Background: an optimization exercise with open tools, aiming at a short achievable clock period and few clock cycles. Do not read the settings as production practice.
In this exercise RTL edits were held to simulation tests only and were not proved equivalent to the original.
Power figures rest on the tool's default switching activity, not on a simulated workload.

--- design.v ---
module CPU(clk, rst, memoryData, memoryAddress, dataOut, readSignal, writeSignal, AC);
input clk;
input rst;  
input [15:0] memoryData;
reg [3:0] state;
reg [5:0] PC;
reg [10:0] MAR;
reg signed [15:0] MBR;
reg [3:0] opcode;
reg M;
reg [15:0] IR;
reg zeroFlag, overflowFlag, carryFlag, negativeFlag;
output reg readSignal;
output reg writeSignal;
output reg signed [15:0] AC;
output reg [15:0] dataOut; 
output reg [10:0] memoryAddress;
reg signed [15:0] result;
parameter Load = 4'd1, Store = 4'd2, Add = 4'd3, Sub = 4'd4, Mul = 4'd5, Div = 4'd6 , Branch = 4'd7, BRZ = 4'd8;
always @ (posedge clk) begin
	if (rst) begin
	PC <= 0;
	state = 0;
	AC <= 0;
	dataOut <= 0;
	memoryAddress <= 0;
	zeroFlag = 0;
	overflowFlag = 0;
	carryFlag = 0;
	negativeFlag = 0;
	readSignal = 1;
	writeSignal = 0;
	end
	else
	case (state)
		0: begin  
			MAR <= PC;
			state = 1;
		end
		1: begin  
			writeSignal = 0;
			readSignal = 1;
			memoryAddress <= MAR;
			PC <= PC + 1;
			state = 2;
		end
		2:state = 3;  
		3: begin
			MBR <= memoryData;
			state = 4;
		end
		4: begin
			IR <= MBR;
			state = 5;
		end
		5: begin  
			opcode <= IR[15:12];
			M <= IR[11];
			MAR <= IR[10:0];
			state = 6;
		end
		6: begin
				if (opcode == Branch) begin  
					PC <= MAR; 
					state = 0;
				end
				else if (opcode == BRZ) begin  
					if(zeroFlag == 1 && M == 1) begin
						PC <= MAR;
						state = 0;
					end
					else begin
						state = 0;
					end
				end
				else begin
					state = 7;
				end
		end
		7: begin
			if (opcode == Store) begin
				memoryAddress <= MAR;
			end
			state = 8;
		end
		8: begin
			if (opcode == Store) begin  
				writeSignal = 1;
				readSignal = 0;
				dataOut <= AC;
				state = 0;
			end
			else begin
				state = 9;
			end
		end
		9: begin
			writeSignal = 0;
			readSignal = 1;
			if(M == 1) begin
				memoryAddress <= MAR;
			end
			state = 10;
			end
		10: begin
			state = 11;
		end
		11: begin
			if (M == 1) begin
				MBR <= memoryData;
			end
			else if (M == 0) begin
				MBR <= $signed(IR[10:0]);
			end
			state = 12;
		end
		12: begin  
			if (opcode == Load) begin  
				AC <= MBR;
				state = 0;
			end
			else if (opcode != Add && opcode != Sub && opcode != Mul && opcode != Div) begin  
				state = 0;
			end
			else begin
				case(opcode)
				Add :  
					begin
					{carryFlag, result} = AC + MBR;
					zeroFlag = (result==0)? 1:0;
					if(AC[15]==MBR[15]) begin
					  if(MBR[15]==result[15])begin
					  overflowFlag = 0;
					  end
					  else begin
					  overflowFlag = 1;
					  end
					end
					else begin
					overflowFlag = 0;
					end						
					negativeFlag =(result[15]==1)? 1:0;	
					end
				Sub :  
					begin
					{carryFlag, result} = AC - MBR;
					zeroFlag = (result==0)? 1:0;
					if(AC[15]==MBR[15]) begin
					  if(MBR[15]==result[15])begin
					  overflowFlag = 0;
					  end
					  else begin
					  overflowFlag = 1;
					  end
					end
					else begin
					overflowFlag = 0;
					end
					negativeFlag =(result[15]==1)? 1:0;
					end
				Mul :  
					begin
					result = AC * MBR;
					zeroFlag = (result==0)? 1:0;
					if(result > 16'h0FFF || result < 16'hF000) begin
					overflowFlag = 1;
					end
					else begin
						overflowFlag = 0;
					end
					negativeFlag =(result[15]==1)? 1:0;
					end	
				Div :  
					begin
					if (MBR == 0) result = 0;  
					else result = AC / MBR;
					zeroFlag = (result==0)? 1:0;
					negativeFlag =(result[15]==1)? 1:0;
					end						
			endcase  
			AC <= result;
			state = 0;
			end
		end
	endcase
end
endmodule
--- run.sh ---
#!/bin/bash
# synth_recipe.tcl (not shown) runs the flow's synth.tcl, then flattens the netlist and writes it again
# the make line also repeats each setting of config.mk as NAME=value (left out here)
make -C /OpenROAD-flow-scripts/flow DESIGN_CONFIG=/design/flow/config.mk WORK_HOME=/design/flow/orfs CLKGATE_MAP_FILE= SYNTH_SCRIPT=/design/flow/synth_recipe.tcl finish
--- config.mk ---
export PLATFORM = sky130hd
export DESIGN_NAME = CPU
export DESIGN_NICKNAME = CPU
export VERILOG_FILES = /design/flow/design.v
export SDC_FILE = /design/flow/constraint.sdc
export NUM_CORES = 4
export LEC_CHECK = 0
export CAP_MARGIN = 20
export CORE_MARGIN = 2
export CORE_UTILIZATION = 40
export PLACE_DENSITY = 0.6
export SLEW_MARGIN = 20
--- constraint.sdc ---
create_clock -name core_clock -period 42.0 [get_ports {clk}]
set_input_delay 8.4000 -clock core_clock [delete_from_list [all_inputs] [get_ports {clk}]]
set_output_delay 8.4000 -clock core_clock [all_outputs]
set_load 0.01 [all_outputs]
==> out/qor.csv <==
metric;value;unit
DRT Wirelength;65.47;mm
worst path required time;42.32;ns
Port Buf Inserts;62;
placement-stage cell area;0.02054;mm^2
first-pass GRT wire length;101.7;mm
Setup Buffers After CTS;0;
register area share after synthesis;15.81;%
yosys synthesis warning count;1;
die height;223.4;um
Clk pin slew, worst setup/hold paths;0.06;ns
post-synthesis register bit count;120;
grt total ovfl;0;
via/cell ratio;6.021;
Mapped Nets;2743;
Crit path largest cell delay;0.79;ns
synth unique cells;102;
die area;0.04989;mm^2
Setup CP Type;reg -> reg;
proportion of layout cells with a drive suffix above 1;8.025;%
CTS tree;built;
chip width;223.4;um
Endpoint, Worst Hold;opcode[1];
htree depth;4;
Slew Limit Headroom;31.24;%
initial antenna violation count;0;
P&R area growth vs syn;9.587;%
vias in the first global route;17960;
Skew-Pair Late Insertion Delay;0.43;ns
Wirelength per Cell;21.50;um
DP Wirelength;49.43;mm
DRC viols;0;
cts hold-fix bufs;0;
Nets;2746;
RSZ-0062 raised after global routing;no;
dominant cell type by area after synthesis;ha_1;
1st-pass router iterations;15;
min Tclk post-route;37.11;ns
total CTS buffers;17;
Mapped Area;0.01925;mm^2
post-synth top area share;14.95;%
Clock Tree Buf Depth;2;
clk sinks;120;
maximum fanout along the worst path;23;
cell count after synthesis;2414;
Max VDD drop;0.00002583;V
Slew Limit Fails;0;
# IOs;63;
multi-input logic area;0.01507;mm^2
Hold Path Origin;IR[13];
Syn Area/Cell;7.974;um^2
TNS Setup;0;ns
diode count;0;
Root Driver;clkbuf_16;
CP most frequent cell;ha_1;
HP Class;reg -> reg;
achievable clock frequency;26.95;MHz
Critical R2R Capture;AC[15];
final setup fails;0;
Final Hold Fails;0;
PwrDens;14.18;mW/mm^2
Filler cells;4785;
Worst setup SP type;flop;
crit share post-route;88.36;%
r2r startpoint;MBR[1];
row cnt;80;
Routed Antenna Nets;0;
outcome;finished clean;
Slew @ Worst Pin;1.028;ns
leakage;9.483;nW
WP data arrival;37.43;ns
placer congestion estimate;0.9906;
initial DRC count;1649;
ranking of synthesized cells by area;ha_1 15%, edfxtp_1 10%, fa_1 8.4%;
core area;0.04765;mm^2
WHS Path Cells;0;
EDFF count, synth;64;
vias;18340;
max cap viols;0;
Setup Skew;0.01355;ns
r2r worst-path depth;126;
top_reg_cell synth;edfxtp_1;
Critical Path Sink Type;flop;
FF-to-FF setup slack;4.89;ns
total track usage;25.95;%
fin area;0.02110;mm^2
largest net degree at the start of global routing;60;
count leader, synth;nand2_1;
ys async rst share;0;%
FF+latch area;0.003043;mm^2
Synth top cells by count;246 x nand2_1, 230 x ha_1, 212 x nor2_1;
WHS;0.4177;ns
number of gates resized after CTS;0;
Starting Density;40.40;%
critical path's slowest cell;o311ai_1;
[registers in the layout, summed over array words and instances, names as in the netlist]
register,cells
MAR,11
MBR,16
writeSignal,1
M,1
state,4
readSignal,1
AC,16
opcode,4
zeroFlag,1
dataOut,16
memoryAddress,11
IR,16
result,16
PC,6
[where the power goes]
| group | leakage (nW) | total, mW | switching [mW] | internal, mW |
|---|---|---|---|---|
| combinational | 8.18 | 0.0337 | 0.0202 | 0.0135 |
| clock | 0.269 | 0.138 | 0.0563 | 0.0812 |
| sequential | 1.04 | 0.128 | 0.00228 | 0.126 |
| total | 9.48 | 0.299 | 0.0788 | 0.220 |
[worst max path at each step]
| stage | start | end | slack (ns) | depth (start not counted) |
|---|---|---|---|---|
| 2_1_floorplan | MBR[0] | AC[14] | 10.54 | 137 |
| 3_3_place_gp | MBR[1] | AC[15] | 6.31 | 126 |
| 3_5_place_dp | MBR[1] | AC[15] | 5.46 | 127 |
| 4_1_cts | MBR[1] | AC[15] | 5.39 | 127 |
| 5_1_grt | MBR[1] | AC[12] | 2.02 | 128 |
| 6_report | MBR[1] | AC[15] | 4.89 | 126 |
[layout make-up]
class,instances,area share (%)
well taps,615,3.648
repair buffers,114,4.769
inverters,174,3.096
clock buffers,17,2.017
multi-input cells,1990,71.45
clock inverters,15,0.5931
flip-flops and latches,120,14.42
[cells in the final DEF, fill, tap and decap left out, types with 10 or more instances in the layout]
cell	count
o21bai_1	12
and3_1	17
fa_1	81
nor3_1	51
nor2_1	211
nor4_1	21
clkdlybuf4s50_1	61
nand4_1	13
a211oi_1	19
a221oi_1	10
a31oi_1	31
a21oi_1	160
nor2b_1	25
o31ai_1	17
a21o_1	45
or2_2	23
o41ai_1	16
mux2i_1	25
xnor2_1	119
ha_1	230
o21a_1	34
o21ai_0	95
nand2b_1	26
dfxtp_1	56
and2_1	60
a221o_1	10
mux2_2	42
nand2_1	246
or3_1	26
buf_4	52
edfxtp_1	64
o211ai_1	23
inv_1	173
clkbuf_16	17
nand3_1	57
xor2_1	57
o31a_1	11
[layer usage]
layer	up-vias	part of all wire [%]	global-route usage [%]	wire, um
met4	0	3.5	9.247	2276
met5	-	0	0	0
li1	8654	-	-	-
met2	772	46	43.28	30150
met3	141	7.8	3.674	5134
met1	8768	43	34.26	27910
[worst max-delay path, delay by kind of cell (launching register included)]
kind | cells | cell delay [ns]
compound gates | 58 | 14.84
xor+xnor | 1 | 0.40
fa+ha+maj | 16 | 5.07
buf+inv | 6 | 1.25
flops | 1 | 0.35
mux | 4 | 1.43
simple gates | 41 | 13.56
[kinds of logic (layout without fill, tap and decap cells)]
family | count (synthesis) | in the layout | share of synthesized area (%)
AND/OR/NAND/NOR | 840 | 840 | 21.63
AO/OA/AOI/OAI | 593 | 593 | 21.12
adder cells (fa/ha/maj) | 311 | 311 | 23.37
buffers and inverters | 304 | 320 | 6.155
XOR/XNOR | 178 | 178 | 8.099
flip-flops | 120 | 120 | 15.81
multiplexers | 68 | 68 | 3.809
[through the flow]
| stage | std cells | util [%] | total power [mW] | setup WS [ns] |
|---|---|---|---|---|
| after floorplan | 2414 | - | 0.1516 | 10.54 |
| after global placement | 3013 | 43.12 | 0.1633 | 6.313 |
| after detailed placement | 3013 | 43.12 | 0.1635 | 5.464 |
| after CTS | 3045 | 44.28 | 0.2999 | 5.386 |
| after global routing | 3045 | 44.28 | 0.3084 | 2.020 |
| final | 3045 | 44.28 | 0.2992 | 4.889 |
Testbench counts, summed over its fixed seeds: cycles 115,682.

[what the ideal ports hide]
The flow's constraints put no driver on any port. The routed layout listed below was extracted and timed again, unchanged, in two steps.
Step 1: set_driving_cell puts a clkbuf_16 on clk and a buf_2 on each other input, an assumption about the parent block.
Step 2 moves the port delays by t, midway between the first and last clock arrival at a register: inputs arrive t later, outputs are due t later. That takes back most of the time a late clock gives input paths.
Slacks: no drivers / after step 1 / after step 2; pairs: no drivers / after step 1.
t (ns): 0.462
slack for setup (ns): 4.889 / 4.889 / 4.889
hold slack, ns: 0.418 / 0.418 / 0.418
worst register clock-pin slew, ns: 0.06 / 0.06
After both steps this run still meets setup and hold. For this run, drivers alone change the setup slack by 0.000 ns; drivers and shift together by 0.000 ns.
